Source: an optimization exercise on an open RTL-to-GDS flow (aim: small area). Production flows keep margins and buffers that such runs may drop.
Only simulation tests tie the RTL to the original design; equivalence was not proved.
Power figures rest on the tool's default switching activity, not on a simulated workload.

## Top_Memory_Game
module Top_Memory_Game (
    input wire clk,
    input wire rst_n,
    input wire [7:0] btn_raw,
    output wire [7:0] led_out,
    output wire [7:0] seg_data,
    output wire [7:0] seg_sel,
    output reg pwm_servo,
    output wire lcd_rs,
    output wire lcd_rw,
    output wire lcd_en,
    output reg [7:0] lcd_data
);
Size: ~210 flip-flops, ~46 I/O pins, ~9100 µm² of cells after synthesis.
clock: 25.0 ns
lec_check: 0
cap_margin: 20
core_margin: 2
core_utilization: 75
cts_buf_list: sky130_fd_sc_hd__clkbuf_8
cts_cluster_diameter: 60
cts_cluster_size: 14
slew_margin: 20
standard.sh (not shown) runs the stock make flow with config.mk's settings and CLKGATE_MAP_FILE= SYNTH_SCRIPT=/design/flow/synth_recipe.tcl, a recipe that flattens the netlist after the stock synthesis.
==> flow/flow/run.sh <==
#!/bin/bash
# Own layout flow: the standard ORFS flow (standard.sh) with three changes:
#  - Yosys's ABC technology mapping uses an area-oriented script
#    (flow/abc_area.script) in place of ORFS's delay-oriented one;
#  - adders are left to ABC (no ORFS half/full-adder cell mapping);
#  - the port buffers are buf_1 cells.
# Everything else (synthesis script, floorplan, power grid, CTS, routing) is
# ORFS's own. Each tool's output goes to its own log under orfs/logs/, and
# make's output to flow_make.log.
set -euo pipefail
W=$(pwd)
rm -rf "$W/orfs_scripts"
mkdir -p "$W/orfs_scripts"
cp -r "$FLOW_HOME/scripts/." "$W/orfs_scripts/"
cp "$W/flow/abc_area.script" "$W/orfs_scripts/abc_speed.script"
bash "$W/standard.sh" "SCRIPTS_DIR=$W/orfs_scripts" "ADDER_MAP_FILE=" \
    "BUFFER_PORTS_ARGS=-buffer_cell sky130_fd_sc_hd__buf_1" finish > "$W/flow_make.log" 2>&1
test -f "$W/out/final.def"
==> flow/flow/abc_area.script <==
strash
&get -n
&deepsyn -T 60
&put
dch
&get -n
&nf -a -R 200
&put
Then changed:
- CORE_UTILIZATION: 75 -> 80
- CTS_CLUSTER_DIAMETER: 60 -> 35
- CTS_CLUSTER_SIZE: 14 -> 20
=> Clock power went up by 51%. Cell count went up by 2.2%. Final area went up by 3.0%. Synthesized cell count went up by 1.5%. Die area went down by 5.8%. Area after synthesis stays flat. Routed wire length went up by 28%. Global-route usage went up by 12 points. Core utilization went up by 9.9 points. Clock-buffer cell count went up by 9. First-iteration DRC count went up by 81%.
Then changed:
- CORE_UTILIZATION: 80 -> 75
- CTS_CLUSTER_DIAMETER: 35 -> 60
- CTS_CLUSTER_SIZE: 20 -> 16
Maximum frequency is higher by about 7.5%.
Sequential cell count stays the same.
Final area is lower by about 2.7%.
Worst setup slack gains 0.59 ns.

---

## exp/pepper
Top_Memory_Game, a different RTL version from the one above (not shown whole).
For scale: about 970 cells after synthesis, ~210 flip-flops, about 46 I/O pins, roughly 9100 sq um of cells after synthesis.
clock: 25.0 ns
lec_check: 0
cap_margin: 20
core_margin: 2
core_utilization: 75
cts_buf_list: sky130_fd_sc_hd__clkbuf_8
cts_cluster_diameter: 60
cts_cluster_size: 20
slew_margin: 20
==> flow/flow/run.sh <==
#!/bin/bash
# Own layout flow: the standard ORFS flow (standard.sh) with these changes:
#  - Yosys's ABC technology mapping uses an area-oriented script
#    (flow/abc_area.script) in place of ORFS's delay-oriented one;
#  - adders are left to ABC (no ORFS half/full-adder cell mapping);
#  - the port buffers are buf_1 cells;
#  - clock tree synthesis adds no dummy loads (same clustering settings
#    as config.mk's CTS_* values).
# Everything else (synthesis script, floorplan, power grid, placement,
# routing) is ORFS's own. Each tool's output goes to its own log under
# orfs/logs/, and make's output to flow_make.log.
set -euo pipefail
W=$(pwd)
rm -rf "$W/orfs_scripts"
mkdir -p "$W/orfs_scripts"
cp -r "$FLOW_HOME/scripts/." "$W/orfs_scripts/"
cp "$W/flow/abc_area.script" "$W/orfs_scripts/abc_speed.script"
CTS="-sink_clustering_enable -repair_clock_nets -dont_use_dummy_load"
CTS="$CTS -sink_clustering_size 20 -sink_clustering_max_diameter 60"
CTS="$CTS -buf_list sky130_fd_sc_hd__clkbuf_8"
bash "$W/standard.sh" "SCRIPTS_DIR=$W/orfs_scripts" "ADDER_MAP_FILE=" \
    "BUFFER_PORTS_ARGS=-buffer_cell sky130_fd_sc_hd__buf_1" \
    "CTS_ARGS=$CTS" finish > "$W/flow_make.log" 2>&1
test -f "$W/out/final.def"
Scripts as last shown in full above: flow/flow/abc_area.script
exp/pepper ended with every stage complete and zero timing, DRC or antenna violations.
--- input diff exp/pepper..exp/maple ---
diff --git a/flow/flow/run.sh b/flow/flow/run.sh
--- a/flow/flow/run.sh
+++ b/flow/flow/run.sh
@@ -6,4 +6,4 @@
 #  - the port buffers are buf_1 cells;
-#  - clock tree synthesis adds no dummy loads (same clustering settings
-#    as config.mk's CTS_* values).
+#  - clock tree synthesis adds no dummy loads and uses small buffers above
+#    the leaf level (clustering settings as config.mk's CTS_* values).
 # Everything else (synthesis script, floorplan, power grid, placement,
@@ -19,3 +19,3 @@
 CTS="$CTS -sink_clustering_size 20 -sink_clustering_max_diameter 60"
-CTS="$CTS -buf_list sky130_fd_sc_hd__clkbuf_8"
+CTS="$CTS -buf_list sky130_fd_sc_hd__clkbuf_8 -root_buf sky130_fd_sc_hd__clkbuf_2 -tree_buf sky130_fd_sc_hd__clkbuf_2"
 bash "$W/standard.sh" "SCRIPTS_DIR=$W/orfs_scripts" "ADDER_MAP_FILE=" \
Notes after the runs:
Changes observed in exp/maple relative to exp/pepper: area share of buffers outside the clock network flat, worst path setup slack after routing down 0.16 ns.
| combinational cell fraction of total power | exp/maple vs exp/pepper | 0.3 points higher |
Worst hold slack after final layout essentially unchanged between exp/pepper and exp/maple.
## Diff of input files: exp/ember against exp/maple
diff --git a/flow/flow/run.sh b/flow/flow/run.sh
--- a/flow/flow/run.sh
+++ b/flow/flow/run.sh
@@ -6,4 +6,4 @@
 #  - the port buffers are buf_1 cells;
-#  - clock tree synthesis adds no dummy loads and uses small buffers above
-#    the leaf level (clustering settings as config.mk's CTS_* values).
+#  - clock tree synthesis adds no dummy loads (same clustering settings
+#    as config.mk's CTS_* values).
 # Everything else (synthesis script, floorplan, power grid, placement,
@@ -19,3 +19,3 @@
 CTS="$CTS -sink_clustering_size 20 -sink_clustering_max_diameter 60"
-CTS="$CTS -buf_list sky130_fd_sc_hd__clkbuf_8 -root_buf sky130_fd_sc_hd__clkbuf_2 -tree_buf sky130_fd_sc_hd__clkbuf_2"
+CTS="$CTS -buf_list sky130_fd_sc_hd__clkbuf_8 -root_buf sky130_fd_sc_hd__clkbuf_4 -tree_buf sky130_fd_sc_hd__clkbuf_4"
 bash "$W/standard.sh" "SCRIPTS_DIR=$W/orfs_scripts" "ADDER_MAP_FILE=" \
Findings:
Worst hold slack: exp/ember vs exp/maple — no meaningful difference
exp/maple → exp/ember: static leakage held steady, number of enable-type register cells in the synthesized netlist held steady, final instance area held steady.
Input changes introduced in exp/juniper (baseline for comparison: exp/ember):
Settings: a change of CTS_CLUSTER_DIAMETER from 60 to 45.
diff --git a/flow/flow/run.sh b/flow/flow/run.sh
--- a/flow/flow/run.sh
+++ b/flow/flow/run.sh
@@ -18,4 +18,4 @@
 CTS="-sink_clustering_enable -repair_clock_nets -dont_use_dummy_load"
-CTS="$CTS -sink_clustering_size 20 -sink_clustering_max_diameter 60"
-CTS="$CTS -buf_list sky130_fd_sc_hd__clkbuf_8 -root_buf sky130_fd_sc_hd__clkbuf_4 -tree_buf sky130_fd_sc_hd__clkbuf_4"
+CTS="$CTS -sink_clustering_size 20 -sink_clustering_max_diameter 45"
+CTS="$CTS -buf_list sky130_fd_sc_hd__clkbuf_8"
 bash "$W/standard.sh" "SCRIPTS_DIR=$W/orfs_scripts" "ADDER_MAP_FILE=" \
## What came out
Both conditions hold for exp/juniper: the flow ran to the end and the final layout passed the timing, design-rule and antenna checks. Lower clock power share among exp/ember and exp/juniper: exp/ember. Non-clock buffer area fraction after layout essentially unchanged between exp/ember and exp/juniper. Delta (exp/juniper minus exp/ember): first-pass iteration count of the detailed router went up 2, initial core utilization saw little to no change, cell area after layout shows an increase of about 1%, number of clock buffers in the layout went up 6, final worst clock skew went up by 0.013 ns.
The inputs of exp/cedar differ from those of exp/juniper as listed below.
Settings: CTS_CLUSTER_DIAMETER: 45 -> 60; CTS_CLUSTER_SIZE: 20 -> 14.
diff --git a/flow/flow/run.sh b/flow/flow/run.sh
--- a/flow/flow/run.sh
+++ b/flow/flow/run.sh
@@ -18,3 +18,3 @@
 CTS="-sink_clustering_enable -repair_clock_nets -dont_use_dummy_load"
-CTS="$CTS -sink_clustering_size 20 -sink_clustering_max_diameter 45"
+CTS="$CTS -sink_clustering_size 14 -sink_clustering_max_diameter 60"
 CTS="$CTS -buf_list sky130_fd_sc_hd__clkbuf_8"
--- outcome ---
exp/juniper reports its worst setup path endpoint as led_out[2] while exp/cedar reports seg_data[3]. In the metrics for exp/cedar and exp/juniper, the one carrying the higher met2 wirelength from detailed routing is exp/cedar. Between exp/cedar and exp/juniper, the difference in non-clock buffer share of cell area is negligible. For sequential cell power, exp/cedar and exp/juniper come out practically identical. Compared with exp/juniper, in exp/cedar sequential fraction of total cell area was more or less identical, combinational share of power now larger, via count moved up, clock power share dropped 0.8 points.
diff inputs: exp/cedar => exp/harbor
Settings: swapping 14 for 16 in CTS_CLUSTER_SIZE.
diff --git a/flow/flow/run.sh b/flow/flow/run.sh
--- a/flow/flow/run.sh
+++ b/flow/flow/run.sh
@@ -18,3 +18,3 @@
 CTS="-sink_clustering_enable -repair_clock_nets -dont_use_dummy_load"
-CTS="$CTS -sink_clustering_size 14 -sink_clustering_max_diameter 60"
+CTS="$CTS -sink_clustering_size 16 -sink_clustering_max_diameter 60"
 CTS="$CTS -buf_list sky130_fd_sc_hd__clkbuf_8"
## What came out
Per the final summary, exp/harbor finished and its layout is clean on timing, DRC and antenna. Detailed-route wire length per cell: exp/harbor lower than exp/cedar. Fmax: exp/harbor lower than exp/cedar. Of exp/harbor and exp/cedar, the run reporting the higher hold slack was exp/harbor.

static timing again, ports no longer ideal:
Ports are ideal in the flow. The routed layouts listed here were re-timed in OpenROAD.
Step 1 sets driving cells, clkbuf_16 on the clock port and buf_2 on the other inputs (assumed; they add their load-dependent delay and slew).
Step 2 adds t to the input delays and takes it off the output delays; t is the mean of the earliest and latest rising clock arrival at the registers after step 1. Input paths then give back, and output paths get back, about the clock's delay inside the block.
a / b / c = ideal ports / drivers / drivers and shift; a / b = the first two.
| run | t, ns | setup WS [ns] | worst register clock-pin slew, ns |
|---|---|---|---|
| the first run of note 1 | 0.551 | 16.678 / 16.640 / 17.191 | 0.10 / 0.10 |
| the second run of note 1 | 0.611 | 16.444 / 16.404 / 17.014 | 0.10 / 0.10 |
| the third run of note 1 | 0.546 | 17.038 / 17.001 / 17.548 | 0.10 / 0.10 |
| exp/pepper | 0.517 | 17.092 / 17.055 / 17.572 | 0.12 / 0.12 |
| exp/maple | 0.714 | 16.933 / 16.899 / 17.613 | 0.12 / 0.12 |
| exp/ember | 0.606 | 17.023 / 16.988 / 17.594 | 0.12 / 0.12 |
| exp/juniper | 0.539 | 17.086 / 17.051 / 17.590 | 0.11 / 0.11 |
| exp/cedar | 0.537 | 17.103 / 17.064 / 17.601 | 0.09 / 0.09 |
| exp/harbor | 0.530 | 17.077 / 17.041 / 17.571 | 0.10 / 0.10 |
After both steps setup and hold are still met in every run listed.
